Source: an optimization exercise on an open RTL-to-GDS flow (aim: small area, a short achievable clock period and few clock cycles per item). Production flows keep margins and buffers that such runs may drop. RTL that was checked went through simulation tests only; none was proved equivalent to the original. Function not checked in runs 1 to 4: the RTL went through the layout flow alone.

--- design.v ---
package ebpc_pkg;
  localparam logic [5-1:0] ALL_ONES = 5'b00000;
  localparam logic [5-1:0] DBXZ_DBPNZ = 5'b00001;
  localparam logic [5-1:0] TWO_ONES_PREFIX = 5'b00010;
  localparam logic [5-1:0] SINGLE_ONE_PREFIX = 5'b00011;
  parameter int unsigned   LOG_MAX_WORDS = 24;
  parameter int unsigned   LOG_MAX_ZRLE_LEN = 4;
  parameter int unsigned   MAX_ZRLE_LEN = 2**LOG_MAX_ZRLE_LEN;
  parameter int unsigned   LOG_DATA_W = 3;  
  parameter int unsigned   DATA_W = 2**LOG_DATA_W;
  parameter int unsigned   BLOCK_SIZE = 8;
  parameter int unsigned   MAX_SYMB_LEN = BLOCK_SIZE > 3+$clog2(DATA_W) ? (BLOCK_SIZE > 5+$clog2(BLOCK_SIZE) ? BLOCK_SIZE : 5+$clog2(BLOCK_SIZE)): (3+$clog2(DATA_W)> 5+$clog2(BLOCK_SIZE)? 3+$clog2(DATA_W) : 5+$clog2(BLOCK_SIZE));
  typedef enum             {
                            TWO,
                            THREE_PLUS_LOGM,
                            FIVE,
                            FIVE_PLUS_LOGN,
                            N
                            } symb_len_t;
  typedef struct packed {
    logic [0:DATA_W] [BLOCK_SIZE-2:0] dbp;
    logic [DATA_W-1:0]                base;
  } dbp_block_t;
  typedef struct packed {
    logic [MAX_SYMB_LEN-1:0] symb;
    symb_len_t            len;
    logic                 zero;
  } encoding_t;
endpackage  
module shift_streamer #(
  parameter int unsigned IW = 8    
) (
  input  logic          clk_i,
  input  logic          rst_ni,
  input  logic          vld_i,
  input  logic [IW-1:0] data_i,    
  input  logic [3:0]    len_i,
  input  logic          end_i,
  output logic          room_o,
  output logic [7:0]    data_o,
  output logic          last_o,
  output logic          vld_o,
  input  logic          rdy_i
);
  logic [15:0] acc_d, acc_q;
  logic [4:0]  cnt_d, cnt_q;
  logic [1:0]  lb_d, lb_q;       
  logic [7:0]  o_d, o_q;
  logic        ol_d, ol_q, ov_d, ov_q, ovo_q;
  assign room_o = (cnt_q <= 5'(16 - IW));
  assign data_o = o_q;
  assign last_o = ol_q;
  assign vld_o  = ovo_q;    
  always_comb begin
    logic [15:0] a;
    logic [4:0]  t, tp;
    logic [1:0]  lbn;
    logic        move, ge8;
    a   = acc_q;
    t   = cnt_q;
    if (vld_i) begin
      a = acc_q | ({data_i, {(16-IW){1'b0}}} >> cnt_q[3:0]);
      t = cnt_q + 5'(len_i);
    end
    tp  = t;
    lbn = lb_q;
    if (vld_i && end_i) begin
      if (t <= 5'd8) begin
        tp  = 5'd8;
        lbn = lb_q | 2'b10;
      end else begin
        tp  = 5'd16;
        lbn = lb_q | 2'b01;
      end
    end
    ge8 = (cnt_q >= 5'd8);
    if (vld_i) begin
      for (int l = 1; l <= IW; l++)
        if (len_i == 4'(l))
          ge8 = (cnt_q >= 5'(8 - l));
      if (end_i)
        ge8 = 1'b1;
    end
    move = ge8 && (!ov_q || rdy_i);
    o_d  = o_q;
    ol_d = ol_q;
    if (move) begin
      acc_d = {a[7:0], 8'd0};
      cnt_d = tp - 5'd8;
      lb_d  = {lbn[0], 1'b0};
      o_d   = a[15:8];
      ol_d  = lbn[1];
      ov_d  = 1'b1;
    end else begin
      acc_d = a;
      cnt_d = tp;
      lb_d  = lbn;
      ov_d  = ov_q && !rdy_i;
    end
  end
  always_ff @(posedge clk_i or negedge rst_ni) begin
    if (~rst_ni) begin
      acc_q <= '0;
      cnt_q <= '0;
      lb_q  <= '0;
      ov_q  <= 1'b0;
    end else begin
      acc_q <= acc_d;
      cnt_q <= cnt_d;
      lb_q  <= lb_d;
      ov_q  <= ov_d;
    end
  end
  always_ff @(posedge clk_i) begin
    ovo_q <= ov_d;
    o_q  <= o_d;
    ol_q <= ol_d;
  end
endmodule
import ebpc_pkg::*;
module dbx_compressor (
  input  logic [BLOCK_SIZE-2:0] dbp_i,
  input  logic [BLOCK_SIZE-2:0] dbx_i,
  output logic [7:0]            symb_o,
  output logic                  short_o     
);
  always_comb begin
    logic single, pair;
    logic [2:0] pos;
    single = 1'b0;
    pair   = 1'b0;
    pos    = '0;
    for (int i = 0; i < 7; i++)
      if (dbx_i == 7'(1 << i)) begin
        single = 1'b1;
        pos    = 3'(6 - i);
      end
    for (int i = 0; i < 6; i++)
      if (dbx_i == 7'(3 << i)) begin
        pair = 1'b1;
        pos  = 3'(5 - i);
      end
    short_o = 1'b0;
    if (&dbx_i) begin
      symb_o  = {ALL_ONES, 3'b000};
      short_o = 1'b1;
    end else if (~|dbp_i) begin
      symb_o  = {DBXZ_DBPNZ, 3'b000};
      short_o = 1'b1;
    end else if (single)
      symb_o = {SINGLE_ONE_PREFIX, pos};
    else if (pair)
      symb_o = {TWO_ONES_PREFIX, pos};
    else
      symb_o = {1'b1, dbx_i};
  end
endmodule
import ebpc_pkg::*;
module dbp_dbx_enc (
  input  logic                                   clk_i,
  input  logic                                   rst_ni,
  input  logic                                   take_i,     
  input  logic                                   nz_i,
  input  logic                                   last_i,
  input  logic [DATA_W-1:0]                      data_i,
  input  logic                                   coder_free_i,
  output logic                                   nz_ok_o,    
  output logic                                   xfer_o,     
  output logic                                   tag_o,      
  output logic                                   open_o,     
  output logic                                   res_nz_o,   
  output logic                                   res_last_o, 
  output logic [0:BLOCK_SIZE-1][DATA_W-1:0]      words_o
);
  logic [0:BLOCK_SIZE-1][DATA_W-1:0] slot_q;
  logic [3:0]                        n_q, n_d, n_base;
  logic                              sealed_q, sealed_d;
  assign nz_ok_o = (sealed_q || n_q == 4'd8) ? coder_free_i : 1'b1;
  assign xfer_o     = coder_free_i && (sealed_q || n_q == 4'd8);
  assign tag_o      = sealed_q || (take_i && last_i && !nz_i);
  assign open_o     = !tag_o && !(take_i && nz_i);
  assign res_nz_o   = take_i && nz_i;
  assign res_last_o = take_i && last_i && !nz_i && n_q == 4'd0;
  always_comb
    for (int k = 0; k < BLOCK_SIZE; k++)
      words_o[k] = (4'(k) < n_q) ? slot_q[k] : '0;
  always_comb begin
    n_base   = xfer_o ? 4'd0 : n_q;
    n_d      = n_base;
    sealed_d = xfer_o ? 1'b0 : sealed_q;
    if (take_i && nz_i)
      n_d = n_base + 4'd1;
    if (take_i && last_i && (nz_i || n_base != 4'd0))
      sealed_d = 1'b1;
  end
  always_ff @(posedge clk_i or negedge rst_ni) begin
    if (~rst_ni) begin
      n_q      <= '0;
      sealed_q <= 1'b0;
    end else begin
      n_q      <= n_d;
      sealed_q <= sealed_d;
    end
  end
  always_ff @(posedge clk_i)
    for (int k = 0; k < BLOCK_SIZE; k++)
      if (take_i && nz_i && n_base == 4'(k))
        slot_q[k] <= data_i;
endmodule
import ebpc_pkg::*;
module seq_coder (
  input  logic                            clk_i,
  input  logic                            rst_ni,
  input  logic                            xfer_i,
  input  logic                            tag_i,
  input  logic                            open_i,
  input  logic                            res_nz_i,
  input  logic                            res_last_i,
  input  logic [DATA_W-1:0]               base_i,
  input  logic [0:BLOCK_SIZE-1][DATA_W-1:0] words_i,
  input  logic                            room_i,     
  output logic                            free_o,     
  output logic                            vld_o,
  output logic [7:0]                      code_o,
  output logic [3:0]                      len_o,
  output logic                            end_o
);
  logic [0:BLOCK_SIZE-1][DATA_W-1:0] e_d, e_q;     
  logic [1:BLOCK_SIZE-1]           b_d, b_q, b_n;  
  logic [BLOCK_SIZE-2:0]           p_n, p_0;       
  logic [BLOCK_SIZE-2:0]           q_q, q_d;       
  logic [BLOCK_SIZE-2:0]           p, x;
  logic [3:0]                      s_d, s_q;       
  logic [3:0]                      zr_d, zr_q;     
  logic                            xz_d, xz_q;     
  logic                            sl_d, sl_q;     
  logic                            busy_d, busy_q, tag_d, tag_q, open_d, open_q;
  logic [7:0]                      symb;
  logic                            symb_short;
  assign free_o = !busy_q && room_i;
  always_comb
    for (int k = 1; k < BLOCK_SIZE; k++) begin
      p[BLOCK_SIZE-1-k]   = e_q[k][0] ^ e_q[k-1][0] ^ b_q[k];
      b_n[k]              = (!e_q[k][0] && e_q[k-1][0]) || (!(e_q[k][0] ^ e_q[k-1][0]) && b_q[k]);
      p_n[BLOCK_SIZE-1-k] = e_q[k][1] ^ e_q[k-1][1] ^ b_n[k];
      p_0[BLOCK_SIZE-1-k] = words_i[k][0] ^ words_i[k-1][0];
    end
  assign x = p ^ q_q;
  dbx_compressor compressor_i (
    .dbp_i  (p),
    .dbx_i  (x),
    .symb_o (symb),
    .short_o(symb_short)
  );
  always_comb begin
    logic adv;
    logic [3:0] zeros;
    adv    = 1'b0;
    busy_d = busy_q;
    tag_d  = tag_q;
    open_d = open_q;
    if (open_q && res_nz_i)
      open_d = 1'b0;
    if (open_q && res_last_i) begin
      open_d = 1'b0;
      tag_d  = 1'b1;
    end
    s_d    = s_q;
    zr_d   = zr_q;
    e_d    = e_q;
    b_d    = b_q;
    q_d    = q_q;
    vld_o  = 1'b0;
    code_o = '0;
    len_o  = '0;
    end_o  = 1'b0;
    zeros  = zr_q;
    xz_d   = xz_q;
    sl_d   = sl_q;
    if (xfer_i) begin
      vld_o  = 1'b1;
      code_o = base_i;
      len_o  = 4'd8;
      busy_d = 1'b1;
      tag_d  = tag_i;
      open_d = open_i;
      s_d    = '0;
      zr_d   = '0;
      e_d    = words_i;
      b_d    = '0;
      q_d    = '0;
      sl_d   = 1'b0;
      xz_d   = (p_0 == '0);
    end else if (busy_q) begin
      if (xz_q && !sl_q) begin
        adv  = 1'b1;
        zr_d = zr_q + 4'd1;
      end else if (room_i && !(sl_q && open_q)) begin
        vld_o = 1'b1;
        if (xz_q || zr_q != '0) begin
          if (xz_q)
            zeros = zr_q + 4'd1;
          if (zeros == 4'd1) begin
            code_o = 8'b01000000;
            len_o  = 4'd2;
          end else begin
            code_o = {3'b001, 3'(zeros - 4'd2), 2'b00};
            len_o  = 4'd6;
          end
          zr_d = '0;
        end else begin
          code_o = symb;
          len_o  = symb_short ? 4'd5 : 4'd8;
        end
        if (xz_q || zr_q == '0) begin
          if (sl_q) begin
            busy_d = 1'b0;
            end_o  = tag_q;
          end else
            adv = 1'b1;
        end
      end
      if (adv) begin
        s_d  = s_q + 4'd1;
        sl_d = (s_q == 4'(DATA_W-1));
        q_d  = p;
        xz_d = (p_n == p);
        b_d  = b_n;
        for (int k = 0; k < BLOCK_SIZE; k++)
          e_d[k] = {e_q[k][DATA_W-1], e_q[k][DATA_W-1:1]};
      end
    end
  end
  always_ff @(posedge clk_i or negedge rst_ni) begin
    if (~rst_ni) begin
      busy_q <= 1'b0;
      open_q <= 1'b0;
    end else begin
      busy_q <= busy_d;
      open_q <= open_d;
    end
  end
  always_ff @(posedge clk_i) begin
    tag_q <= tag_d;
    xz_q  <= xz_d;
    sl_q  <= sl_d;
    s_q   <= s_d;
    zr_q  <= zr_d;
    e_q   <= e_d;
    b_q   <= b_d;
    q_q   <= q_d;
  end
endmodule
module zrle (
  input  logic       clk_i,
  input  logic       rst_ni,
  input  logic       vld_i,       
  input  logic       nz_i,        
  input  logic       last_i,      
  output logic [5:0] code_o,      
  output logic [3:0] len_o
);
  logic [3:0] zc_d, zc_q;
  always_comb begin
    zc_d   = zc_q;
    code_o = '0;
    len_o  = '0;
    if (nz_i) begin
      zc_d = '0;
      if (zc_q != '0) begin
        code_o = {1'b0, zc_q - 4'd1, 1'b1};
        len_o  = 4'd6;
      end else begin
        code_o = 6'b100000;
        len_o  = 4'd1;
      end
    end else if (zc_q == 4'd15 || last_i) begin
      zc_d   = '0;
      code_o = {1'b0, zc_q, 1'b0};
      len_o  = 4'd5;
    end else begin
      zc_d = zc_q + 4'd1;
    end
  end
  always_ff @(posedge clk_i or negedge rst_ni) begin
    if (~rst_ni) zc_q <= '0;
    else if (vld_i) zc_q <= zc_d;
  end
endmodule
module done_gen (
  input  logic clk_i,
  input  logic rst_ni,
  input  logic znz_fin_i,
  input  logic bpc_fin_i,
  output logic blk_done_o
);
  logic signed [3:0] diff_d, diff_q;
  logic              done_d, done_q;
  assign blk_done_o = done_q;
  always_comb begin
    diff_d = diff_q;
    done_d = 1'b0;
    if (znz_fin_i && bpc_fin_i) begin
      done_d = 1'b1;
    end else if (znz_fin_i) begin
      done_d = (diff_q < 0);
      diff_d = diff_q + 4'sd1;
    end else if (bpc_fin_i) begin
      done_d = (diff_q > 0);
      diff_d = diff_q - 4'sd1;
    end
  end
  always_ff @(posedge clk_i or negedge rst_ni) begin
    if (~rst_ni) begin
      diff_q <= '0;
      done_q <= 1'b0;
    end else begin
      diff_q <= diff_d;
      done_q <= done_d;
    end
  end
endmodule
import ebpc_pkg::*;
module ebpc_encoder
  (
   input logic               clk_i,
   input logic               rst_ni,
   input logic [DATA_W-1:0]  data_i,
   input logic               last_i,
   input logic               vld_i,
   output logic              rdy_o,
   output logic              idle_o,
   output logic [DATA_W-1:0] znz_data_o,
   output logic              znz_last_o,
   output logic              znz_vld_o,
   input logic               znz_rdy_i,
   output logic [DATA_W-1:0] bpc_data_o,
   output logic              bpc_last_o,
   output logic              bpc_vld_o,
   input logic               bpc_rdy_i,
   output logic              blk_done_o
   );
  logic              iv_q;
  logic [DATA_W-1:0] id_q;
  logic              il_q, inz_q;
  logic              take;
  logic              znz_room, nz_ok;
  logic [5:0]        znz_code;
  logic [3:0]        znz_len;
  logic              coder_free, xfer, xfer_tag;
  logic [0:BLOCK_SIZE-1][DATA_W-1:0] words;
  logic              bpc_room, code_vld, code_end;
  logic [7:0]        code;
  logic [3:0]        code_len;
  logic              xfer_open, res_nz, res_last;
  logic              cv_q, ce_q, code_free;
  logic [7:0]        cd_q;
  logic [3:0]        cl_q;
  assign idle_o = 1'b0;
  assign take   = iv_q && znz_room && (!inz_q || nz_ok);
  logic              sv_q;
  logic [DATA_W-1:0] sd_q;
  logic              sl_q, snz_q;
  logic              accept, main_load;
  logic              rdy_q;
  assign rdy_o     = rdy_q;
  assign accept    = vld_i && !sv_q;
  assign main_load = take || !iv_q;
  always_ff @(posedge clk_i or negedge rst_ni) begin
    if (~rst_ni) begin
      iv_q  <= 1'b0;
      sv_q  <= 1'b0;
    end else begin
      if (main_load) begin
        iv_q  <= sv_q || accept;
        sv_q  <= 1'b0;
      end else if (accept) begin
        sv_q  <= 1'b1;
      end
    end
  end
  always_ff @(posedge clk_i) begin
    if (main_load)
      rdy_q <= 1'b1;
    else if (accept)
      rdy_q <= 1'b0;
  end
  always_ff @(posedge clk_i) begin
    if (main_load) begin
      if (sv_q) begin
        id_q  <= sd_q;
        il_q  <= sl_q;
        inz_q <= snz_q;
      end else begin
        id_q  <= data_i;
        il_q  <= last_i;
        inz_q <= |data_i;
      end
    end
    if (!sv_q) begin
      sd_q  <= data_i;
      sl_q  <= last_i;
      snz_q <= |data_i;
    end
  end
  zrle zrle_i (
    .clk_i (clk_i),
    .rst_ni(rst_ni),
    .vld_i (take),
    .nz_i  (inz_q),
    .last_i(il_q),
    .code_o(znz_code),
    .len_o (znz_len)
  );
  shift_streamer #(.IW(6)) znz_pack_i (
    .clk_i (clk_i),
    .rst_ni(rst_ni),
    .vld_i (take),
    .data_i(znz_code),
    .len_i (znz_len),
    .end_i (il_q),
    .room_o(znz_room),
    .data_o(znz_data_o),
    .last_o(znz_last_o),
    .vld_o (znz_vld_o),
    .rdy_i (znz_rdy_i)
  );
  dbp_dbx_enc collect_i (
    .clk_i       (clk_i),
    .rst_ni      (rst_ni),
    .take_i      (take),
    .nz_i        (inz_q),
    .last_i      (il_q),
    .data_i      (id_q),
    .coder_free_i(coder_free),
    .nz_ok_o     (nz_ok),
    .xfer_o      (xfer),
    .tag_o       (xfer_tag),
    .open_o      (xfer_open),
    .res_nz_o    (res_nz),
    .res_last_o  (res_last),
    .words_o     (words)
  );
  seq_coder coder_i (
    .clk_i  (clk_i),
    .rst_ni (rst_ni),
    .xfer_i (xfer),
    .tag_i  (xfer_tag),
    .open_i (xfer_open),
    .res_nz_i  (res_nz),
    .res_last_i(res_last),
    .base_i (words[0]),
    .words_i(words),
    .room_i (code_free),
    .free_o (coder_free),
    .vld_o  (code_vld),
    .code_o (code),
    .len_o  (code_len),
    .end_o  (code_end)
  );
  assign code_free = !cv_q || bpc_room;
  always_ff @(posedge clk_i or negedge rst_ni) begin
    if (~rst_ni)
      cv_q <= 1'b0;
    else if (code_free)
      cv_q <= code_vld;
  end
  always_ff @(posedge clk_i) begin
    if (code_free) begin
      cd_q <= code;
      cl_q <= code_len;
      ce_q <= code_end;
    end
  end
  shift_streamer #(.IW(8)) bpc_pack_i (
    .clk_i (clk_i),
    .rst_ni(rst_ni),
    .vld_i (cv_q && bpc_room),
    .data_i(cd_q),
    .len_i (cl_q),
    .end_i (ce_q),
    .room_o(bpc_room),
    .data_o(bpc_data_o),
    .last_o(bpc_last_o),
    .vld_o (bpc_vld_o),
    .rdy_i (bpc_rdy_i)
  );
  done_gen done_gen_i (
    .clk_i     (clk_i),
    .rst_ni    (rst_ni),
    .znz_fin_i (znz_vld_o && znz_rdy_i && znz_last_o),
    .bpc_fin_i (bpc_vld_o && bpc_rdy_i && bpc_last_o),
    .blk_done_o(blk_done_o)
  );
endmodule  
--- flow/run.sh ---
#!/bin/bash
# Standard layout, with repair_timing asked for extra setup slack against
# the design's own constraints (same SDC, same clock period).
cp standard.sh standard_copy.sh.txt 2>/dev/null
export SETUP_SLACK_MARGIN=8.6
bash standard.sh > standard_flow.log 2>&1
--- standard.sh ---
#!/bin/bash
# synth_recipe.tcl (not shown) runs the flow's synth.tcl, then flattens the netlist and writes it again
# the make line also repeats each setting of config.mk as NAME=value (left out here)
make -C /OpenROAD-flow-scripts/flow DESIGN_CONFIG=/design/flow/config.mk WORK_HOME=/design/flow/orfs CLKGATE_MAP_FILE= SYNTH_SCRIPT=/design/flow/synth_recipe.tcl "${@:-finish}"
--- config.mk ---
export PLATFORM = sky130hd
export DESIGN_NAME = ebpc_encoder
export DESIGN_NICKNAME = ebpc_encoder
export VERILOG_FILES = /design/flow/design.v
export SDC_FILE = /design/flow/constraint.sdc
export NUM_CORES = 4
export LEC_CHECK = 0
export CAP_MARGIN = 20
export CORE_MARGIN = 2
export CORE_UTILIZATION = 40
export PLACE_DENSITY = 0.6
export SLEW_MARGIN = 20
--- constraint.sdc ---
create_clock -name core_clock -period 12.0 [get_ports {clk_i}]
set_input_delay 2.4000 -clock core_clock [delete_from_list [all_inputs] [get_ports {clk_i}]]
set_output_delay 2.4000 -clock core_clock [all_outputs]
set_load 0.01 [all_outputs]
==> results by group, run 1 <==
Worst setup path
  – Setup crit start: znz_pack_i.o_q[7]
  – Reg2reg end: znz_pack_i.cnt_q[4]
  – WP depth: 1
  – Worst Setup EP: znz_data_o[7]
  – Worst Path Buf+Inv: 1
  – Crit Path Max Fanout: 1
  – CP delay by family, top: flip-flops
  – R2r setup slk: around 8.7 ns
  – WP data arrival: roughly 1.1 ns
  – Crit. End Element: primary output
  – Startpoint Class: flop
  – Data required, critical path: roughly 9.6 ns
  – Slowest stage delay, CP: 0.38 ns
  – Crit-path slowest cell: edfxtp_1
  – Crit path kind: flop to primary output
  – Reg2reg start: zrle_i.zc_q[0]
  – Crit path cell chain: buf_2
  – Worst reg-to-reg path cell count: 20

Timing
  – Unrepaired setup endpoints after global routing: yes
  – Setup-failing EPs final: 0
  – Final Max Tran Viols: 0
  – Clock skew: approximately 0.023 ns
  – Worst-Margin Slew: between 0.9 and 1 ns
  – Post-route minimum period: 3.50 ns
  – Setup TNS: 0 ns
  – Final WS setup: 8.50 ns
  – Hold Fails Final Rpt: 0
  – Max transition margin: between 30% and 40%
  – Fmax: roughly 0.29 GHz
  – Period utilization: around 29%

Layout
  – Final std cells w/o fill: about 1,700
  – Fin nets: approximately 1,300
  – Final Cell Area: 0.0152 sq mm
  – Fillers: a little under 3,000
  – Layout area overhead: 15.5%
  – # diodes: 0
  – Share of cells above drive strength 1: around 15%

Route
  – Antenna Nets Post-Route: 0
  – Post-Route WL: about 28,000 um
  – Initial DRC Count: between 500 and 600
  – Via density: around 5.4
  – Via count: ~9,200
  – DR WL/cell: between 15 and 20 um
  – Initial DRT Pass Iterations: 5
  – DRC viols: 0

Clock tree
  – Clk pin slew, worst setup/hold paths: roughly 0.060 ns
  – CTS Root Cell: clkbuf_16
  – CTS H-tree depth: 1
  – CTS tree: built
  – CTS Buf Count: 31
  – Clock Tree Buf Depth: 3
  – Sink Count: 274
  – Clk Latency, worst-skew pair: approximately 0.56 ns

Die
  – Initial core utilization: approximately two fifths
  – Num rows: 66
  – Core region area: around 0.032 sq mm
  – Die footprint: 0.0344 sq mm
  – Die width: 185 um
  – IO Pins: 37
  – Die Ht: between 150 and 200 um

Synthesis
  – Synth cell types: just under 90
  – Net Count, Synth: 1,237
  – Register area share after synthesis: 57.2%
  – Synth area leaders: edfxtp_1, dfrtp_1, dfxtp_1, nand2_1, nand3_1
  – Synth Cell Area: roughly 0.013 sq mm
  – Main synth FF type: edfxtp_1
  – Synth warn: 8
  – Average size of a mapped cell: roughly 11 sq um
  – Top-count cell post-synth: edfxtp_1
  – Cells after Synth: ~1,200
  – Mux contribution to synthesized area: 3.45%
  – Yosys top cell area share: just under 40%
  – Post-synthesis adder-cell area fraction: around 3.4%
  – Post-synthesis xor/xnor area fraction: under 10%
  – Compound-Gate Fraction of Synth Area: about an eighth
  – Synth area leader: edfxtp_1
  – #FFs+latches synth: 274
  – Synth Area in Simple Gates: between 10% and 20%
  – Top post-synthesis cells by count: edfxtp_1, nand2_1, nor2_1, nand3_1, dfrtp_1
  – Ys async rst share: between 20% and 30%
  – Largest family of logic cells by synthesized area: simple AND/OR/NAND/NOR gates
  – Number of enable flip-flop cells after synthesis: 171

Worst hold path
  – HP Class: flop to flop
  – Min-delay src: sd_q[5]

GRT
  – Largest net degree at the start of global routing: 87
  – GRT overflow: 0
  – GRT Overall Usage: 16.4%
  – Antenna violations before repair: 0
  – Global-route wire length before repair: 45,900 um
  – Vias in the first global route: a little under 9,000

Placement
  – GP Congestion: around 0.84
  – PortBufs: 35
  – DP Worst Slack: approximately 7.5 ns
  – Number of cells after detailed placement: about 1,600
  – Placement Cell Area: approximately 0.014 sq mm
  – HPWL after DPL: around 18,000 um

Run
  – Number of max-cap violations: 0

Status
  – Status: complete, no violations
## flip-flops by register name, summed over array words and instances, names as in the netlist, 8 cells and up
name	cells
sd_q	8
coder_i.e_q	64
cd_q	8
collect_i.slot_q	64
id_q	8
znz_pack_i.acc_q	16
bpc_pack_i.acc_q	16
znz_pack_i.o_q	8
bpc_pack_i.o_q	8
## worst min path at each step
stage	end	cells past startpoint
finish	sd_q[5]	1
global placement	sd_q[6]	1
global route	sd_q[4]	1
detailed placement	sd_q[2]	1
CTS	sd_q[5]	1
floorplan	sd_q[7]	1
## kinds of logic (layout without fill, tap and decap cells)
kind of cell,Yosys count,in the layout
other cells,1,1
mux,40,40
simple gates,431,431
fa+ha+maj,30,30
xor+xnor,51,51
flops,274,274
compound gates,253,253
buf+inv,113,178
## worst register-to-register path: stages, from the launching register on
cell and delay (ns):
dfrtp_2 0.46, inv_4 0.10, ha_4 0.13, nor3b_4 0.20, or2b_1 0.17, inv_2 0.06
nor2_2 0.10, ha_2 0.17, inv_1 0.06, fa_2 0.39, xor2_2 0.15, nand3b_1 0.16
buf_4 0.17, buf_4 0.12, buf_4 0.13, buf_4 0.12, buf_4 0.12, buf_4 0.12
inv_1 0.04, o31a_1 0.12, o211ai_1 0.08
## stage by stage
step / util, % / hold slack, ns
finish: 46.9 / 0.472
global route: 46.9 / 0.488
CTS: 46.2 / 0.476
detailed placement: 42.9 / 0.459
global placement: 42.9 / 0.456
floorplan: - / 0.446
## per-layer routing
layer  global-route usage [%]  wire length, um  part of all wire [%]
met1                     22.5            13100                    46
met3                     2.15             1080                   3.8
met2                     27.5            13500                    48
met5                        0                0                     0
met4                     4.13              615                   2.2
## layout by cell type (no fill, tap or decap), drive strengths merged, types with 10 or more instances in the layout
cell / instances
clkdlybuf4s50: 11
nand2: 169
dfxtp: 36
xor2: 19
fa: 10
nand3: 69
nor3: 22
clkbuf: 43
ha: 20
nor2: 80
a21oi: 56
xnor2: 32
buf: 57
nand2b: 10
o21ai: 51
and3: 21
edfxtp: 171
mux2: 17
a211oi: 15
dfrtp: 67
mux2i: 21
a31oi: 12
o211ai: 12
clkinv: 14
a21o: 23
inv: 49
## timing repair
action | 4_1_cts | 5_1_grt
buffers inserted | 14 | 12
hold buffers | 0 | 0
setup endpoints to repair | 102 | 100
resized for setup | 109 | 22
hold endpoints to repair | 0 | 0
cloned | 0 | 3
pin swaps | 2 | 7
## cell type report
cell class              count  area, sq um  area share [%]
inverters                  48          193            1.27
well taps                 442          553            3.63
clock inverters            18          166            1.09
repair buffers             72          606            3.98
flip-flops and latches    274         7540            49.6
multi-input cells         806         5320            34.9
clock buffers              40          840            5.52
==> inputs of run 2 (changes only) <==
==> flow/run.sh (replaced) <==
#!/bin/bash
# Standard layout, with repair_timing asked for extra setup slack against
# the design's own constraints (same SDC, same clock period).
cp standard.sh standard_copy.sh.txt 2>/dev/null
export SETUP_SLACK_MARGIN=8.3
bash standard.sh > standard_flow.log 2>&1
==> run 2 against run 1 <==
Net effect:
- sequential share of layout area grew 0.59 points
- maximum frequency fell by 3.7%
- via count decreased by 2.3%
==> results by group, run 2 <==
Route
  – Initial DRC Count: approximately 610
  – Initial DRT Pass Iterations: 5
  – Post-Route WL: 27,500 um
  – Via count: 8,957
  – Antenna Nets Post-Route: 0
  – Via density: ~5.3
  – DR WL/cell: 16.4 um
  – DRC viols: 0

Synthesis
  – Synth area leaders: edfxtp_1, dfrtp_1, dfxtp_1, nand2_1, nand3_1
  – Synth warn: 8
  – Synth Cell Area: about 0.013 sq mm
  – #FFs+latches synth: between 200 and 300
  – Synth cell types: 89
  – Average size of a mapped cell: 11.0 sq um
  – Ys async rst share: between 20% and 30%
  – Top-count cell post-synth: edfxtp_1
  – Cells after Synth: 1,193
  – Top post-synthesis cells by count: edfxtp_1, nand2_1, nor2_1, nand3_1, dfrtp_1
  – Yosys top cell area share: between 30% and 40%
  – Number of enable flip-flop cells after synthesis: 171
  – Register area share after synthesis: between 50% and 60%
  – Net Count, Synth: between 1,000 and 1,500
  – Main synth FF type: edfxtp_1
  – Synth area leader: edfxtp_1

Layout
  – Fin nets: roughly 1,300
  – Biggest regs: coder_i.e_q: 64 flops, collect_i.slot_q: 64 flops
  – Share of cells above drive strength 1: about 10%
  – Area of the multi-input gates: ~0.0052 sq mm
  – Register Area: between 0.007 and 0.008 sq mm
  – Fillers: 2,991
  – # diodes: 0
  – Layout area overhead: 14.0%
  – Commonest non-fill, non-tap cell in the layout: edfxtp_1
  – Commonest non-fill, non-tap cells in the layout: edfxtp_1, nand2_1, nor2_1, nand3_1, dfrtp_1

Worst setup path
  – Crit-path slowest cell: edfxtp_1
  – Crit Path Max Fanout: 1
  – Slowest stage delay, CP: 0.38 ns
  – Crit. End Element: primary output
  – Worst Path Buf+Inv: 1
  – Reg2reg start: zrle_i.zc_q[0]
  – Crit path kind: flop to primary output
  – Setup crit start: znz_pack_i.o_q[4]
  – WP data arrival: around 1.2 ns
  – Reg2reg end: znz_pack_i.lb_q[1]
  – Worst reg-to-reg path cell count: 15
  – WP depth: 1
  – Crit path cell chain: dlygate4sd2_1
  – Startpoint Class: flop
  – Worst Setup EP: znz_data_o[4]
  – R2r setup slk: around 8.5 ns
  – CP delay by family, top: flip-flops
  – Data required, critical path: roughly 9.6 ns

Clock tree
  – Clock Tree Buf Depth: 3
  – CTS tree: built
  – CTS H-tree depth: 1
  – Clk pin slew, worst setup/hold paths: roughly 0.06 ns
  – Hold buffer count at CTS: 0
  – Sink Count: about 270
  – CTS Buf Count: 29
  – Clk Latency, worst-skew pair: about 0.56 ns
  – CTS Root Cell: clkbuf_16

Timing
  – Setup TNS: 0 ns
  – Post-route minimum period: roughly 3.6 ns
  – Unrepaired setup endpoints after global routing: yes
  – Period utilization: 30.3%
  – Hold Slack: between 0.4 and 0.5 ns
  – Setup-failing EPs final: 0
  – Fmax: 0.275 GHz
  – Max transition margin: between 30% and 40%
  – Clock skew: approximately 0.025 ns
  – Final Max Tran Viols: 0
  – Worst-Margin Slew: roughly 0.92 ns
  – Hold Fails Final Rpt: 0

Placement
  – GP Congestion: about 0.81
  – PortBufs: 35
  – HPWL after DPL: around 18,000 um

Die
  – Die footprint: about 0.034 sq mm
  – IO Pins: 37
  – Core region area: roughly 0.032 sq mm
  – Die width: roughly 190 um
  – Initial core utilization: between 40% and 50%
  – Num rows: 66
  – Die Ht: about 190 um

GRT
  – Largest net degree at the start of global routing: just under 90
  – GRT Overall Usage: around 16%
  – Global-route wire length before repair: around 45,000 um
  – Vias in the first global route: roughly 8,700
  – GRT overflow: 0
  – Antenna violations before repair: 0

Worst hold path
  – Worst hold stages: 1
  – Min-delay src: sd_q[6]
  – HP Class: flop to flop

Status
  – Status: complete, no violations

Run
  – Number of max-cap violations: 0
run 2: area by class of cell:
type | instances | area share, %
inverters | 48 | 1.28
repair buffers | 53 | 3.15
clock buffers | 41 | 5.61
multi-input cells | 807 | 34.8
repair inverters | 1 | 0.0583
well taps | 442 | 3.68
flip-flops and latches | 274 | 50.2
clock inverters | 13 | 1.27
run 2: cells by family (layout without fill, tap and decap cells):
group	after synthesis	count (layout)	synth area share (%)
AOI/OAI and AO/OA	253	253	13.3
xor gates and xnor gates	51	51	3.56
adders and majority gates	30	30	3.42
buffers and inverters	113	156	3.60
DFF	274	274	57.2
muxes	40	40	3.45
other	1	1	0.0285
and+or+nand+nor	431	432	15.5
run 2: routing by layer:
layer | vias up | share of wire [%] | GRT usage [%]
li1 | 4399 | - | -
met1 | 4353 | 49 | 23.0
met2 | 159 | 46 | 25.8
met3 | 46 | 3.4 | 2.13
met4 | 0 | 2.2 | 4.22
met5 | - | 0 | 0
run 2: repair_timing:
item / 4_1_cts / 5_1_grt
resized for setup: 30 / 13
setup endpoints to repair: 62 / 80
setup buffers: 3 / 8
cloned: 0 / 2
pin swaps: 0 / 1
run 2: worst min path at each step:
stage | end | slack (ns)
5_1_grt | sd_q[2] | 0.49
4_1_cts | sd_q[6] | 0.48
3_5_place_dp | sd_q[6] | 0.46
3_3_place_gp | sd_q[6] | 0.45
6_report | sd_q[6] | 0.47
2_1_floorplan | sd_q[7] | 0.45
run 2: metrics by stage:
step / cell area (sq um) / setup slack (ns) / utilization [%] / cells
final: 15000 / 8.36 / 46.3 / 1679
after global routing: 15000 / 8.23 / 46.3 / 1679
after floorplan: 13200 / 8.31 / - / 1193
after CTS: 14900 / 8.30 / 45.9 / 1669
after global placement: 13800 / 7.57 / 42.7 / 1612
after detailed placement: 13800 / 7.52 / 42.7 / 1612
==> inputs of run 3 (changes only) <==
--- a/design.v
+++ b/design.v
@@ -253,9 +253,11 @@
     .short_o(symb_short)
   );
   always_comb begin
-    logic adv;
+    logic adv, lastz, fin;
     logic [3:0] zeros;
     adv    = 1'b0;
+    lastz  = 1'b0;
+    fin    = 1'b0;
     busy_d = busy_q;
     tag_d  = tag_q;
     open_d = open_q;
@@ -292,14 +294,16 @@
       sl_d   = 1'b0;
       xz_d   = (p_0 == '0);
     end else if (busy_q) begin
-      if (xz_q && !sl_q) begin
+      lastz = (s_q == 4'(DATA_W-1)) && xz_q && (p_n == p);
+      fin   = sl_q || lastz;
+      if (xz_q && !fin) begin
         adv  = 1'b1;
         zr_d = zr_q + 4'd1;
-      end else if (room_i && !(sl_q && open_q)) begin
+      end else if (room_i && !(fin && open_q)) begin
         vld_o = 1'b1;
         if (xz_q || zr_q != '0) begin
           if (xz_q)
-            zeros = zr_q + 4'd1;
+            zeros = zr_q + (lastz ? 4'd2 : 4'd1);
           if (zeros == 4'd1) begin
             code_o = 8'b01000000;
             len_o  = 4'd2;
@@ -313,7 +317,7 @@
           len_o  = symb_short ? 4'd5 : 4'd8;
         end
         if (xz_q || zr_q == '0) begin
-          if (sl_q) begin
+          if (fin) begin
             busy_d = 1'b0;
             end_o  = tag_q;
           end else
==> flow/run.sh (replaced) <==
#!/bin/bash
# Standard layout, with repair_timing asked for extra setup slack against
# the design's own constraints (same SDC, same clock period).
cp standard.sh standard_copy.sh.txt 2>/dev/null
export SETUP_SLACK_MARGIN=8.6
bash standard.sh > standard_flow.log 2>&1
==> run 3 against run 2 <==
Net effect:
- critical endpoint is now cd_q[3]
- sequential share of layout area down 0.75 points
- still clean
- sequential cell count unchanged
- critical path type is now flop to flop
- global-route usage increased by 0.62 points
- core utilization is 0.72 points higher
- first-iteration DRC count shrank 10%
==> results by group, run 3 <==
Clock tree
  – CTS Root Cell: clkbuf_16
  – CTS H-tree depth: 1
  – Sink Count: around 270
  – CTS Buf Count: 31
  – CTS tree: built
  – Clk pin slew, worst setup/hold paths: 0.06 ns
  – Clock Tree Buf Depth: 3
  – Clk Latency, worst-skew pair: around 0.58 ns

Die
  – Num rows: between 60 and 70
  – Die Ht: ~190 um
  – Die width: ~190 um
  – Initial core utilization: between 40% and 50%
  – IO Pins: 37
  – Core region area: around 0.032 sq mm
  – Die footprint: 0.0344 sq mm

Layout
  – Fillers: about 3,000
  – Share of cells above drive strength 1: 14.7%
  – # diodes: 0
  – Commonest non-fill, non-tap cells in the layout: nand2_1, edfxtp_1, o21ai_0, nor2_1, dfrtp_1
  – Final Cell Area: about 0.015 sq mm
  – Fin nets: approximately 1,300
  – Commonest non-fill, non-tap cell in the layout: nand2_1
  – Biggest regs: coder_i.e_q: 64 flops, collect_i.slot_q: 64 flops
  – Layout area overhead: 15.7%

GRT
  – GRT Overall Usage: 16.7%
  – Antenna violations before repair: 0
  – GRT overflow: 0
  – Global-route wire length before repair: between 40,000 and 50,000 um
  – Largest net degree at the start of global routing: between 80 and 90
  – Vias in the first global route: 8,991

Run
  – Number of max-cap violations: 0

Route
  – DRC viols: 0
  – Via count: around 9,100
  – Antenna Nets Post-Route: 0
  – Via density: 5.34
  – Initial DRT Pass Iterations: 5
  – Post-Route WL: 28,300 um
  – DR WL/cell: roughly 17 um
  – Initial DRC Count: ~540

Timing
  – Setup TNS: 0 ns
  – Post-route minimum period: 4.05 ns
  – Max transition margin: roughly 32%
  – Final Max Tran Viols: 0
  – Setup-failing EPs final: 0
  – Hold Fails Final Rpt: 0
  – Unrepaired setup endpoints after global routing: yes
  – Clock skew: between 0.02 and 0.03 ns
  – Period utilization: 33.8%
  – Fmax: approximately 0.25 GHz
  – Worst-Margin Slew: between 1 and 1.5 ns

Worst hold path
  – Hold endpoint: sd_q[4]
  – Min-delay src: sd_q[4]
  – HP Class: flop to flop
  – Worst hold stages: 1

Synthesis
  – Synth warn: 8
  – Top post-synthesis cells by count: nand2_1, edfxtp_1, o21ai_0, nor2_1, dfrtp_1
  – Cells after Synth: 1,209
  – Synth area leader: edfxtp_1
  – Top-count cell post-synth: nand2_1
  – #FFs+latches synth: ~270
  – Main synth FF type: edfxtp_1
  – Net Count, Synth: around 1,300
  – Number of enable flip-flop cells after synthesis: approximately 170
  – Average size of a mapped cell: 10.9 sq um
  – Ys async rst share: around a quarter
  – Synth Cell Area: between 0.01 and 0.015 sq mm
  – Register area share after synthesis: a little under three fifths
  – Yosys top cell area share: roughly two fifths
  – Synth area leaders: edfxtp_1, dfrtp_1, nand2_1, dfxtp_1, o21ai_0
  – Synth cell types: 86

Worst setup path
  – Worst reg-to-reg path cell count: 14
  – Startpoint Class: flop
  – Crit. End Element: flop
  – Crit path kind: flop to flop
  – Crit Path Max Fanout: 4
  – Data required, critical path: between 10 and 15 ns
  – WP data arrival: 4.48 ns
  – Reg2reg end: cd_q[3]
  – Reg2reg start: coder_i.e_q[32]
  – R2r setup slk: approximately 8 ns

Placement
  – GP Congestion: 0.836
  – Placement Cell Area: between 0.01 and 0.015 sq mm
  – HPWL after DPL: 18,400 um
  – PortBufs: 35

Status
  – Status: complete, no violations
## run 3: cell types whose count changed in the layout (fill, tap and decap cells not counted), sizes merged, moves of 14 or more
cell         previous run  this run
a21oi                  56        42
buf                    18        51
dlygate4sd2            21         1
nand2                 169       200
nand3                  69        23
o21ai                  51       105
## run 3: routing by layer
metal | up-vias | part of all wire [%] | GRT usage [%]
li1 | 4480 | - | -
met1 | 4455 | 47 | 23.1
met2 | 168 | 47 | 27.4
met3 | 44 | 3.5 | 2.45
met4 | 0 | 2.2 | 4.63
met5 | - | 0 | 0
## run 3: worst max-delay path, stage by stage, from the launching register on
cell      delay [ns]
edfxtp_1        0.41
fa_2            0.57
xor2_1          0.17
xnor2_1         0.15
or4b_4          0.51
nor3_4          0.14
inv_1           0.07
ha_2            0.19
fa_1            0.52
nor2b_2         0.05
or2_4           0.23
o311a_4         0.14
o221a_4         0.24
nor3_1          0.29
a221o_1         0.22
## run 3: worst max-delay path by stage
stage,from,endpoint,slack (ns),depth (start not counted)
global placement,bpc_rdy_i,bpc_pack_i.cnt_q[4],7.67,7
floorplan,coder_i.e_q[24],cd_q[5],7.86,15
global route,coder_i.e_q[24],cd_q[2],7.75,16
CTS,coder_i.e_q[32],cd_q[3],7.91,14
finish,coder_i.e_q[32],cd_q[3],7.95,14
detailed placement,coder_i.e_q[24],cd_q[2],7.58,16
## run 3: layout make-up
type | count | area (sq um) | share of cell area (%)
well taps | 442 | 553 | 3.63
clock inverters | 19 | 171 | 1.12
flip-flops and latches | 274 | 7540 | 49.4
repair inverters | 1 | 7.51 | 0.0492
clock buffers | 39 | 836 | 5.48
repair buffers | 64 | 559 | 3.67
inverters | 37 | 143 | 0.935
multi-input cells | 836 | 5450 | 35.7
## run 3: stage by stage
stage,utilization [%],std cells,setup slack (ns),hold slack (ns)
CTS,46.5,1705,7.91,0.480
finish,47.0,1712,7.95,0.474
global route,47.0,1712,7.75,0.497
global placement,42.9,1630,7.67,0.457
floorplan,-,1209,7.86,0.446
detailed placement,42.9,1630,7.58,0.460
## run 3: repair_timing
| item | CTS | global route |
|---|---|---|
| hold buffers | 0 | 0 |
| endpoints found under the setup margin | 136 | 102 |
| gates resized for setup | 109 | 20 |
| pin swaps | 10 | 8 |
| gates cloned | 2 | 0 |
| setup buffers | 15 | 6 |
## run 3: cell families (layout without fill, tap and decap cells)
logic type	after synthesis	after routing	synth area share (%)
fa+ha+maj	34	34	3.84
compound gates	294	294	14.7
buf+inv	99	160	3.02
other cells	1	1	0.0285
xor+xnor	56	56	3.89
flops	274	274	57.1
simple gates	419	419	14.8
mux	32	32	2.58
==> inputs of run 4 (changes only) <==
==> flow/run.sh (replaced) <==
#!/bin/bash
# Standard layout, with repair_timing asked for extra setup slack against
# the design's own constraints (same SDC, same clock period).
cp standard.sh standard_copy.sh.txt 2>/dev/null
export SETUP_SLACK_MARGIN=8.8
bash standard.sh > standard_flow.log 2>&1
==> run 4 against run 3 <==
Net effect:
- clock skew grew 0.015 ns
- sequential share of layout area is 0.42 points lower
- non-clock buffer count increased by 1
- die area did not move
- design area is 0.93% higher
- synthesized cell count unchanged
- wire length increased by 1.8%
==> results by group, run 4 <==
Layout
  – Share of cells above drive strength 1: 17.6%
  – Commonest non-fill, non-tap cell in the layout: nand2_1
  – Biggest regs: coder_i.e_q: 64 flops, collect_i.slot_q: 64 flops
  – # diodes: 0
  – Commonest non-fill, non-tap cells in the layout: nand2_1, edfxtp_1, o21ai_0, nor2_1, dfrtp_1
  – Layout area overhead: 16.8%
  – Fin nets: about 1,300
  – Post-layout util: roughly 47%

Synthesis
  – Register area share after synthesis: a little under three fifths
  – Net Count, Synth: 1,256
  – Synth area leader: edfxtp_1
  – Synth warn: 8
  – Synth area leaders: edfxtp_1, dfrtp_1, nand2_1, dfxtp_1, o21ai_0
  – Number of enable flip-flop cells after synthesis: ~170
  – Synth Cell Area: 0.0132 sq mm
  – Average size of a mapped cell: approximately 11 sq um
  – Main synth FF type: edfxtp_1
  – Yosys top cell area share: approximately two fifths
  – Top-count cell post-synth: nand2_1
  – Top post-synthesis cells by count: nand2_1, edfxtp_1, o21ai_0, nor2_1, dfrtp_1
  – Ys async rst share: 24.5%
  – Cells after Synth: between 1,000 and 1,500
  – Synth cell types: 86
  – #FFs+latches synth: between 200 and 300

GRT
  – GRT overflow: 0
  – GRT Overall Usage: 17.0%
  – Antenna violations before repair: 0
  – Largest net degree at the start of global routing: between 60 and 70
  – Vias in the first global route: 8,918
  – Global-route wire length before repair: approximately 47,000 um

Timing
  – Worst-Margin Slew: about 0.90 ns
  – Period utilization: 34.1%
  – Setup TNS: 0 ns
  – Hold Slack: around 0.47 ns
  – Final WS setup: between 7 and 8 ns
  – Unrepaired setup endpoints after global routing: yes
  – Max transition margin: roughly two fifths
  – Hold Fails Final Rpt: 0
  – Setup-failing EPs final: 0
  – Final Max Tran Viols: 0
  – Post-route minimum period: just over 4 ns
  – Clock skew: 0.0409 ns
  – Fmax: 0.244 GHz

Route
  – Initial DRT Pass Iterations: 7
  – Post-Route WL: a little under 30,000 um
  – Antenna Nets Post-Route: 0
  – Initial DRC Count: 701
  – Via count: between 9,000 and 10,000
  – Via density: between 5 and 6
  – DRC viols: 0
  – DR WL/cell: around 17 um

Die
  – Die footprint: roughly 0.034 sq mm
  – Core region area: around 0.032 sq mm
  – Num rows: 66
  – Die Ht: ~190 um
  – Initial core utilization: between 40% and 50%
  – IO Pins: 37
  – Die width: ~190 um

Worst setup path
  – Data required, critical path: between 10 and 15 ns
  – WP data arrival: approximately 4.4 ns
  – WP depth: 15
  – Startpoint Class: flop
  – Slowest stage delay, CP: around 0.54 ns
  – Crit. End Element: flop
  – Crit path top cell by count: inv_2
  – Worst Path Buf+Inv: 2
  – Crit path cell chain: inv_2, fa_2, xor2_1, xnor2_1, or4b_4, nor3_4, inv_2, ha_4, fa_1, nor2b_1, or2_4, o311a_4, o221a_4, nor3_2, a221o_1
  – Crit path kind: flop to flop
  – Crit-path slowest cell: fa_2
  – CP delay by family, top: adder cells
  – Worst reg-to-reg path cell count: 15
  – Crit Path Max Fanout: 4

Clock tree
  – Clock Tree Buf Depth: 3
  – CTS H-tree depth: 1
  – CTS Root Cell: clkbuf_16
  – Clk Latency, worst-skew pair: between 0.5 and 0.6 ns
  – CTS tree: built
  – Clk pin slew, worst setup/hold paths: 0.06 ns
  – CTS Buf Count: 30
  – Sink Count: between 200 and 300

Run
  – Number of max-cap violations: 0

Worst hold path
  – Worst hold stages: 1
  – HP Class: flop to flop

Status
  – Status: complete, no violations

Placement
  – GP Congestion: about 0.85
  – HPWL after DPL: roughly 18,000 um
  – DP Worst Slack: approximately 7.6 ns
  – PortBufs: 35
[run 4: cell counts after synthesis]
Identical to the previous run, type by type.
[run 4: logic make-up (layout without fill, tap and decap cells)]
family	after synthesis	count (layout)	share of synthesized area, %
other	1	1	0.0285
buffers and inverters	99	158	3.02
AND/OR/NAND/NOR	419	426	14.8
AO/OA/AOI/OAI	294	294	14.7
adder cells (fa/ha/maj)	34	34	3.84
flip-flops	274	274	57.1
XOR/XNOR	56	56	3.89
multiplexers	32	32	2.58
[run 4: final cells by class]
type	count	area (sq um)
clock buffers	41	842
clock inverters	15	118
fillers	2919	17100
inverters	37	159
multi-input cells	843	5660
flip-flops and latches	274	7540
well taps	442	553
repair buffers	65	526
[run 4: per-layer routing]
layer / GRT usage (%) / up-vias / share of wire (%)
met5: 0 / - / 0
met4: 4.73 / 0 / 1.8
met3: 2.15 / 43 / 4.0
met2: 27.8 / 194 / 48
met1: 24.0 / 4540 / 47
li1: - / 4502 / -
[run 4: per-stage QoR]
stage               cell area, sq um  std cells
floorplan                      13300       1209
global placement               14000       1630
detailed placement             14000       1630
CTS                            15200       1708
global route                   15400       1717
finish                         15400       1717
[run 4: what timing repair did]
item,4_1_cts,5_1_grt
setup buffers,14,9
hold buffers,0,0
pin swaps,12,7
hold endpoints to repair,0,0
endpoints found under the setup margin,194,164
resized for setup,134,38
gates cloned,8,0
[run 4: path summary, 6_finish.rpt]
path / start / endpoint / slack (ns)
max in group asynchronous: rst_ni / zrle_i.zc_q[2] / 9.40
setup / recovery: coder_i.e_q[24] / cd_q[3] / 7.91
hold / removal: sd_q[6] / sd_q[6] / 0.47
min in group asynchronous: rst_ni / bpc_pack_i.acc_q[15] / 1.92
hold reg to reg: sd_q[6] / sd_q[6] / 0.47
setup reg to reg: coder_i.e_q[24] / cd_q[3] / 7.91
==> inputs of run 5 (changes only) <==
--- a/design.v
+++ b/design.v
@@ -234,6 +234,9 @@
   logic [3:0]                      zr_d, zr_q;     
   logic                            xz_d, xz_q;     
   logic                            sl_d, sl_q;     
+  logic                            xz2_d, xz2_q;   
+  logic [1:BLOCK_SIZE-1]           b_nn;
+  logic [BLOCK_SIZE-2:0]           p_nn;
   logic                            busy_d, busy_q, tag_d, tag_q, open_d, open_q;
   logic [7:0]                      symb;
   logic                            symb_short;
@@ -244,6 +247,8 @@
       b_n[k]              = (!e_q[k][0] && e_q[k-1][0]) || (!(e_q[k][0] ^ e_q[k-1][0]) && b_q[k]);
       p_n[BLOCK_SIZE-1-k] = e_q[k][1] ^ e_q[k-1][1] ^ b_n[k];
       p_0[BLOCK_SIZE-1-k] = words_i[k][0] ^ words_i[k-1][0];
+      b_nn[k]             = (!e_q[k][1] && e_q[k-1][1]) || (!(e_q[k][1] ^ e_q[k-1][1]) && b_n[k]);
+      p_nn[BLOCK_SIZE-1-k] = e_q[k][2] ^ e_q[k-1][2] ^ b_nn[k];
     end
   assign x = p ^ q_q;
   dbx_compressor compressor_i (
@@ -278,6 +283,7 @@
     end_o  = 1'b0;
     zeros  = zr_q;
     xz_d   = xz_q;
+    xz2_d  = xz2_q;
     sl_d   = sl_q;
     if (xfer_i) begin
       vld_o  = 1'b1;
@@ -293,8 +299,9 @@
       q_d    = '0;
       sl_d   = 1'b0;
       xz_d   = (p_0 == '0);
+      xz2_d  = 1'b0;
     end else if (busy_q) begin
-      lastz = (s_q == 4'(DATA_W-1)) && xz_q && (p_n == p);
+      lastz = (s_q == 4'(DATA_W-1)) && xz_q && xz2_q;
       fin   = sl_q || lastz;
       if (xz_q && !fin) begin
         adv  = 1'b1;
@@ -328,7 +335,8 @@
         s_d  = s_q + 4'd1;
         sl_d = (s_q == 4'(DATA_W-1));
         q_d  = p;
-        xz_d = (p_n == p);
+        xz_d  = (p_n == p);
+        xz2_d = (p_nn == p_n);
         b_d  = b_n;
         for (int k = 0; k < BLOCK_SIZE; k++)
           e_d[k] = {e_q[k][DATA_W-1], e_q[k][DATA_W-1:1]};
@@ -347,6 +355,7 @@
   always_ff @(posedge clk_i) begin
     tag_q <= tag_d;
     xz_q  <= xz_d;
+    xz2_q <= xz2_d;
     sl_q  <= sl_d;
     s_q   <= s_d;
     zr_q  <= zr_d;
==> flow/run.sh (replaced) <==
#!/bin/bash
# Standard layout, with repair_timing asked for extra setup slack against
# the design's own constraints (same SDC, same clock period).
cp standard.sh standard_copy.sh.txt 2>/dev/null
export SETUP_SLACK_MARGIN=8.6
bash standard.sh > standard_flow.log 2>&1
==> run 5 against run 4 <==
Net effect:
- critical path type is now flop to primary output
- maximum frequency rose by 17%
- critical path depth fell by 14
- largest cell class unchanged
- still clean
==> results by group, run 5 <==
Status
  – Status: complete, no violations

Route
  – Initial DRT Pass Iterations: 5
  – Antenna Nets Post-Route: 0
  – DRC viols: 0
  – Post-Route WL: about 29,000 um
  – Via count: slightly above 9,000
  – Initial DRC Count: 655
  – Via density: between 5 and 6
  – DR WL/cell: approximately 17 um

GRT
  – Antenna violations before repair: 0
  – Largest net degree at the start of global routing: 94
  – Global-route wire length before repair: between 40,000 and 50,000 um
  – GRT overflow: 0
  – Vias in the first global route: a little over 9,000
  – GRT Overall Usage: 16.4%

Timing
  – Fmax: 0.285 GHz
  – Unrepaired setup endpoints after global routing: yes
  – Post-route minimum period: approximately 3.5 ns
  – Period utilization: between 20 and 30%
  – Worst-Margin Slew: 1.05 ns
  – Setup-failing EPs final: 0
  – Hold Slack: about 0.47 ns
  – Setup TNS: 0 ns
  – Max transition margin: 30.1%
  – Hold Fails Final Rpt: 0
  – Clock skew: between 0.01 and 0.015 ns
  – Final Max Tran Viols: 0

Clock tree
  – CTS tree: built
  – Clk pin slew, worst setup/hold paths: 0.06 ns
  – Clk Latency, worst-skew pair: 0.55 ns
  – Hold buffer count at CTS: 0
  – CTS H-tree depth: 1
  – CTS Buf Count: 30
  – CTS Root Cell: clkbuf_16
  – Sink Count: approximately 280
  – Clock Tree Buf Depth: 3

Layout
  – Biggest regs: coder_i.e_q: 64 flops, collect_i.slot_q: 64 flops
  – # diodes: 0
  – Fin nets: ~1,300
  – Commonest non-fill, non-tap cells in the layout: nand2_1, edfxtp_1, nor2_1, a21oi_1, dfrtp_1
  – Layout area overhead: 13.9%
  – Commonest non-fill, non-tap cell in the layout: nand2_1
  – Share of cells above drive strength 1: 11.8%

Synthesis
  – Post-synthesis xor/xnor area fraction: 3.94%
  – Average size of a mapped cell: 10.7 sq um
  – Synth Cell Area: ~0.013 sq mm
  – Post-synthesis adder-cell area fraction: 4.77%
  – Synth cell types: 73
  – #FFs+latches synth: 275
  – Synth Area in Simple Gates: 15.4%
  – Synth area leader: edfxtp_1
  – Synth area leaders: edfxtp_1, dfrtp_1, dfxtp_1, nand2_1, a21oi_1
  – Main synth FF type: edfxtp_1
  – Number of enable flip-flop cells after synthesis: around 170
  – Synth warn: 8
  – Largest family of logic cells by synthesized area: simple AND/OR/NAND/NOR gates
  – Mux contribution to synthesized area: about 2.9%
  – Compound-Gate Fraction of Synth Area: around 13%
  – Net Count, Synth: about 1,300
  – Cells after Synth: approximately 1,200
  – Ys async rst share: between 20% and 30%
  – Register area share after synthesis: a little under three fifths
  – Top-count cell post-synth: nand2_1
  – Top post-synthesis cells by count: nand2_1, edfxtp_1, nor2_1, a21oi_1, dfrtp_1
  – Yosys top cell area share: 38.5%

Worst setup path
  – Worst Path Buf+Inv: 1
  – WP data arrival: between 1 and 1.5 ns
  – Crit path cell chain: buf_2
  – CP delay by family, top: flip-flops
  – Slowest stage delay, CP: about 0.4 ns
  – Data required, critical path: about 9.6 ns
  – Crit Path Max Fanout: 2
  – Crit path kind: flop to primary output
  – Crit. End Element: primary output
  – Startpoint Class: flop
  – Crit-path slowest cell: edfxtp_1

Run
  – Number of max-cap violations: 0

Die
  – Num rows: 66
  – Core region area: roughly 0.033 sq mm
  – Initial core utilization: just over 40%
  – Die footprint: between 0.03 and 0.04 sq mm
  – IO Pins: 37
  – Die Ht: approximately 190 um
  – Die width: between 150 and 200 um

Worst hold path
  – HP Class: flop to flop

Placement
  – PortBufs: 35
  – HPWL after DPL: roughly 18,000 um
  – GP Congestion: approximately 0.84
-- run 5: cell types whose count changed after synthesis, moves of 9 or more --
cell	before	now
o22ai_1	4	13
nand3_1	22	60
o21a_1	10	1
inv_1	36	55
nor2_1	77	95
nand2_1	200	187
a21oi_1	42	76
clkbuf_1	45	59
o21ai_0	98	54
-- run 5: final timing paths --
path                       cells after the start             from  slack, ns                   to
max in group asynchronous                      1           rst_ni       9.38     collect_i.n_q[3]
min in group asynchronous                      1           rst_ni       1.96  bpc_pack_i.acc_q[1]
min reg2reg                                    1            snz_q       0.47                snz_q
max                                            1  znz_pack_i.ol_q       8.49           znz_last_o
max reg2reg                                    8  coder_i.e_q[40]       8.76              cd_q[3]
min                                            1            snz_q       0.47                snz_q
-- run 5: per-stage QoR --
stage               utilization, %  worst slack, ns  cells  instance area [sq um]
global placement              42.9             7.40   1661                  14000
floorplan                        -             8.58   1247                  13400
global route                  46.4             8.44   1728                  15200
detailed placement            42.9             7.36   1661                  14000
CTS                           46.1             8.46   1727                  15100
finish                        46.4             8.49   1728                  15200
-- run 5: timing repair --
action,4_1_cts,5_1_grt
cloned,2,1
endpoints found under the setup margin,174,175
resized for setup,105,18
pin swaps,2,1
setup buffers,8,0
-- run 5: worst reg2reg max path, cell delays in order (launching register included) --
cell and delay (ns):
edfxtp_1 0.42, inv_1 0.11, fa_1 0.53, xnor2_1 0.61
nand3_1 0.20, a21oi_1 0.14, o21ai_0 0.15, a2111oi_0 0.55
o221ai_1 0.25
-- run 5: layout make-up --
type	count	area (sq um)
Tap cell	442	553
Timing Repair Buffer	49	388
Multi-Input combinational cell	849	5440
Timing Repair inverter	1	7.51
Inverter	56	214
Clock buffer	44	845
Sequential cell	275	7560
Fill cell	3070	17500
Clock inverter	12	169
-- run 5: per-layer routing --
layer	vias up	share of wire [%]	GRT usage, %	wire length, um
li1	4503	-	-	-
met1	4465	48	22.8	13700
met5	-	0	0	0
met2	152	47	27.3	13500
met3	34	3.7	2.22	1060
met4	0	1.7	3.85	498
-- run 5: kinds of logic (layout without fill, tap and decap cells) --
group           Yosys count  after routing
buf+inv                 125            162
flops                   275            275
xor+xnor                 60             60
other cells               1              1
compound gates          261            261
simple gates            451            453
fa+ha+maj                40             40
mux                      34             34
Testbench counts of run 5, summed over its fixed seeds: cycles 28,903, words 28,155.
==> inputs of run 6 (changes only) <==
--- a/config.mk
+++ b/config.mk
@@ -7,6 +7,6 @@
 export LEC_CHECK = 0
 export CAP_MARGIN = 20
 export CORE_MARGIN = 2
-export CORE_UTILIZATION = 40
-export PLACE_DENSITY = 0.6
+export CORE_UTILIZATION = 55
+export PLACE_DENSITY = 0.7
 export SLEW_MARGIN = 20
==> run 6 against run 5 <==
Net effect:
- maximum frequency about the same
- first-iteration DRC count up 24%
- final cell count down 7.2%
==> results by group, run 6 <==
Status
  – Status: complete, no violations

Worst setup path
  – Worst Setup EP: znz_last_o
  – Startpoint Class: flop
  – Crit path cell chain: buf_2
  – Reg2reg start: coder_i.e_q[32]
  – Setup crit start: znz_pack_i.ol_q
  – Crit. End Element: primary output
  – Slowest stage delay, CP: approximately 0.4 ns
  – Crit Path Max Fanout: 2
  – Worst Path Buf+Inv: 1
  – WP data arrival: ~1.1 ns
  – WP depth: 1
  – CP delay by family, top: flip-flops
  – R2r setup slk: around 8.7 ns
  – Crit-path slowest cell: edfxtp_1
  – Crit path kind: flop to primary output
  – Data required, critical path: 9.60 ns
  – Reg2reg end: cd_q[3]
  – Worst reg-to-reg path cell count: 8

Timing
  – Fmax: approximately 0.29 GHz
  – Setup-failing EPs final: 0
  – Final Max Tran Viols: 0
  – Unrepaired setup endpoints after global routing: yes
  – Hold Fails Final Rpt: 0
  – Post-route minimum period: about 3.5 ns
  – Setup TNS: 0 ns
  – Max transition margin: 40.8%
  – Clock skew: between 0.008 and 0.009 ns
  – Worst-Margin Slew: between 0.8 and 0.9 ns
  – Period utilization: approximately 30%

Clock tree
  – CTS Root Cell: clkbuf_16
  – CTS tree: built
  – CTS Buf Count: 29
  – Clk Latency, worst-skew pair: 0.55 ns
  – Clk pin slew, worst setup/hold paths: around 0.06 ns
  – CTS H-tree depth: 1
  – Clock Tree Buf Depth: 3
  – Hold buffer count at CTS: 0
  – Sink Count: about 280

Worst hold path
  – HP Class: flop to flop

Synthesis
  – #FFs+latches synth: between 200 and 300
  – Average size of a mapped cell: between 10 and 15 sq um
  – Number of enable flip-flop cells after synthesis: roughly 170
  – Synth area leader: edfxtp_1
  – Main synth FF type: edfxtp_1
  – Synth area leaders: edfxtp_1, dfrtp_1, dfxtp_1, nand2_1, a21oi_1
  – Cells after Synth: roughly 1,200
  – Largest family of logic cells by synthesized area: simple AND/OR/NAND/NOR gates
  – Yosys top cell area share: 38.5%
  – Net Count, Synth: between 1,000 and 1,500
  – Top post-synthesis cells by count: nand2_1, edfxtp_1, nor2_1, a21oi_1, dfrtp_1
  – Synth cell types: 73
  – Synth Area in Simple Gates: 15.4%
  – Synth Cell Area: around 0.013 sq mm
  – Post-synthesis xor/xnor area fraction: between 3 and 4%
  – Post-synthesis adder-cell area fraction: roughly 4.8%
  – Ys async rst share: 24.4%
  – Compound-Gate Fraction of Synth Area: between 10 and 15%
  – Mux contribution to synthesized area: around 2.9%
  – Register area share after synthesis: 56.7%
  – Synth warn: 8
  – Top-count cell post-synth: nand2_1

Die
  – Die Ht: between 150 and 200 um
  – Num rows: 56
  – Initial core utilization: between 50% and 60%
  – Core region area: approximately 0.024 sq mm
  – Die width: around 160 um
  – IO Pins: 37
  – Die footprint: 0.0255 sq mm

Route
  – Antenna Nets Post-Route: 0
  – DR WL/cell: between 15 and 20 um
  – Initial DRC Count: between 800 and 900
  – DRC viols: 0
  – Via density: ~6
  – Post-Route WL: approximately 29,000 um
  – Initial DRT Pass Iterations: 5
  – Via count: ~9,400

GRT
  – Largest net degree at the start of global routing: approximately 70
  – Vias in the first global route: 8,976
  – GRT overflow: 0
  – Antenna violations before repair: 0
  – Global-route wire length before repair: between 40,000 and 50,000 um
  – GRT Overall Usage: around 22%

Layout
  – Share of cells above drive strength 1: approximately an eighth
  – # diodes: 0
  – Post-layout util: between 60% and 70%
  – Fin nets: roughly 1,300
  – Commonest non-fill, non-tap cells in the layout: nand2_1, edfxtp_1, nor2_1, a21oi_1, dfrtp_1
  – Layout area overhead: 12.1%
  – Biggest regs: coder_i.e_q: 64 flops, collect_i.slot_q: 64 flops
  – Commonest non-fill, non-tap cell in the layout: nand2_1

Placement
  – GP Congestion: around 0.84
  – HPWL after DPL: ~18,000 um
  – PortBufs: 35

Run
  – Number of max-cap violations: 0
==> run 6: cell counts after synthesis <==
Identical to the previous run, type by type.
==> run 6: what timing repair did <==
item / in CTS / in global routing
pin swaps: 1 / 3
setup endpoints to repair: 122 / 155
setup buffers: 4 / 4
gates resized for setup: 103 / 14
gates cloned: 2 / 1
==> run 6: area by class of cell <==
class,count,area [sq um]
Timing Repair Buffer,49,380
Fill cell,1922,8680
Inverter,56,216
Sequential cell,275,7560
Clock inverter,20,186
Multi-Input combinational cell,849,5410
Tap cell,319,399
Clock buffer,34,776
Timing Repair inverter,1,7.51
==> run 6: logic make-up (layout without fill, tap and decap cells) <==
| logic type | count (synthesis) | in the layout |
|---|---|---|
| AO/OA/AOI/OAI | 261 | 261 |
| XOR/XNOR | 60 | 60 |
| adder cells (fa/ha/maj) | 40 | 40 |
| buffers and inverters | 125 | 160 |
| flip-flops | 275 | 275 |
| multiplexers | 34 | 34 |
| other | 1 | 1 |
| AND/OR/NAND/NOR | 451 | 453 |
==> run 6: worst min-delay path by stage <==
stage,from,end,depth (start not counted),slack [ns]
after floorplan,coder_i.xz2_q,coder_i.xz2_q,2,0.44
after global placement,sd_q[7],sd_q[7],1,0.45
after detailed placement,sd_q[5],sd_q[5],1,0.46
after CTS,sd_q[5],sd_q[5],1,0.48
after global routing,sd_q[7],sd_q[7],1,0.49
final,sd_q[5],sd_q[5],1,0.47
==> run 6: routing by layer <==
metal | GRT usage (%) | part of all wire, % | wire length (um) | vias to the layer above
li1 | - | - | - | 4504
met4 | 4.17 | 1.3 | 372 | 0
met3 | 2.75 | 5.7 | 1630 | 35
met5 | 0 | 0 | 0 | -
met2 | 36.0 | 47 | 13500 | 249
met1 | 32.3 | 46 | 13100 | 4616
==> run 6: stage by stage <==
stage                     hold WS [ns]  cells  instance area, sq um  setup WS (ns)
after global routing             0.489   1603                 14900           8.45
after CTS                        0.476   1598                 14800           8.47
after global placement           0.453   1538                 13900           7.46
after detailed placement         0.462   1538                 13900           7.42
after floorplan                  0.436   1247                 13400           8.58
final                            0.473   1603                 14900           8.50

## separate check: timing with driven ports
No port has a modelled driver above. Below, the same layouts with a new extraction and two added sets of constraints. Step 1: set_driving_cell puts a clkbuf_16 on clk_i and a buf_2 on each other input, an assumption about the parent block. Step 2 times the ports against the registers' clock, not the clock port: input delays grow and output delays shrink by t, the midpoint of the rising clock arrivals with the driver on. Slacks: ideal ports / drivers / drivers and shift; pairs: ideal ports / drivers.
run	t (ns)	slack for setup (ns)	worst setup path after step 2	worst register clock-pin slew, ns
run 1	0.598	8.496 / 8.451 / 8.040	input to register	0.06 / 0.06
run 2	0.591	8.361 / 8.314 / 7.933	input to register	0.06 / 0.06
run 3	0.609	7.947 / 7.947 / 7.947	register to register	0.06 / 0.06
run 4	0.601	7.905 / 7.905 / 7.905	register to register	0.06 / 0.06
run 5	0.589	8.494 / 8.446 / 8.106	input to register	0.06 / 0.06
run 6	0.593	8.497 / 8.450 / 8.112	input to register	0.06 / 0.06
After both steps every run listed still meets setup and hold. The setup slack of run 1, which loses most, moves by -0.045 ns with the drivers and by -0.456 ns with both steps.
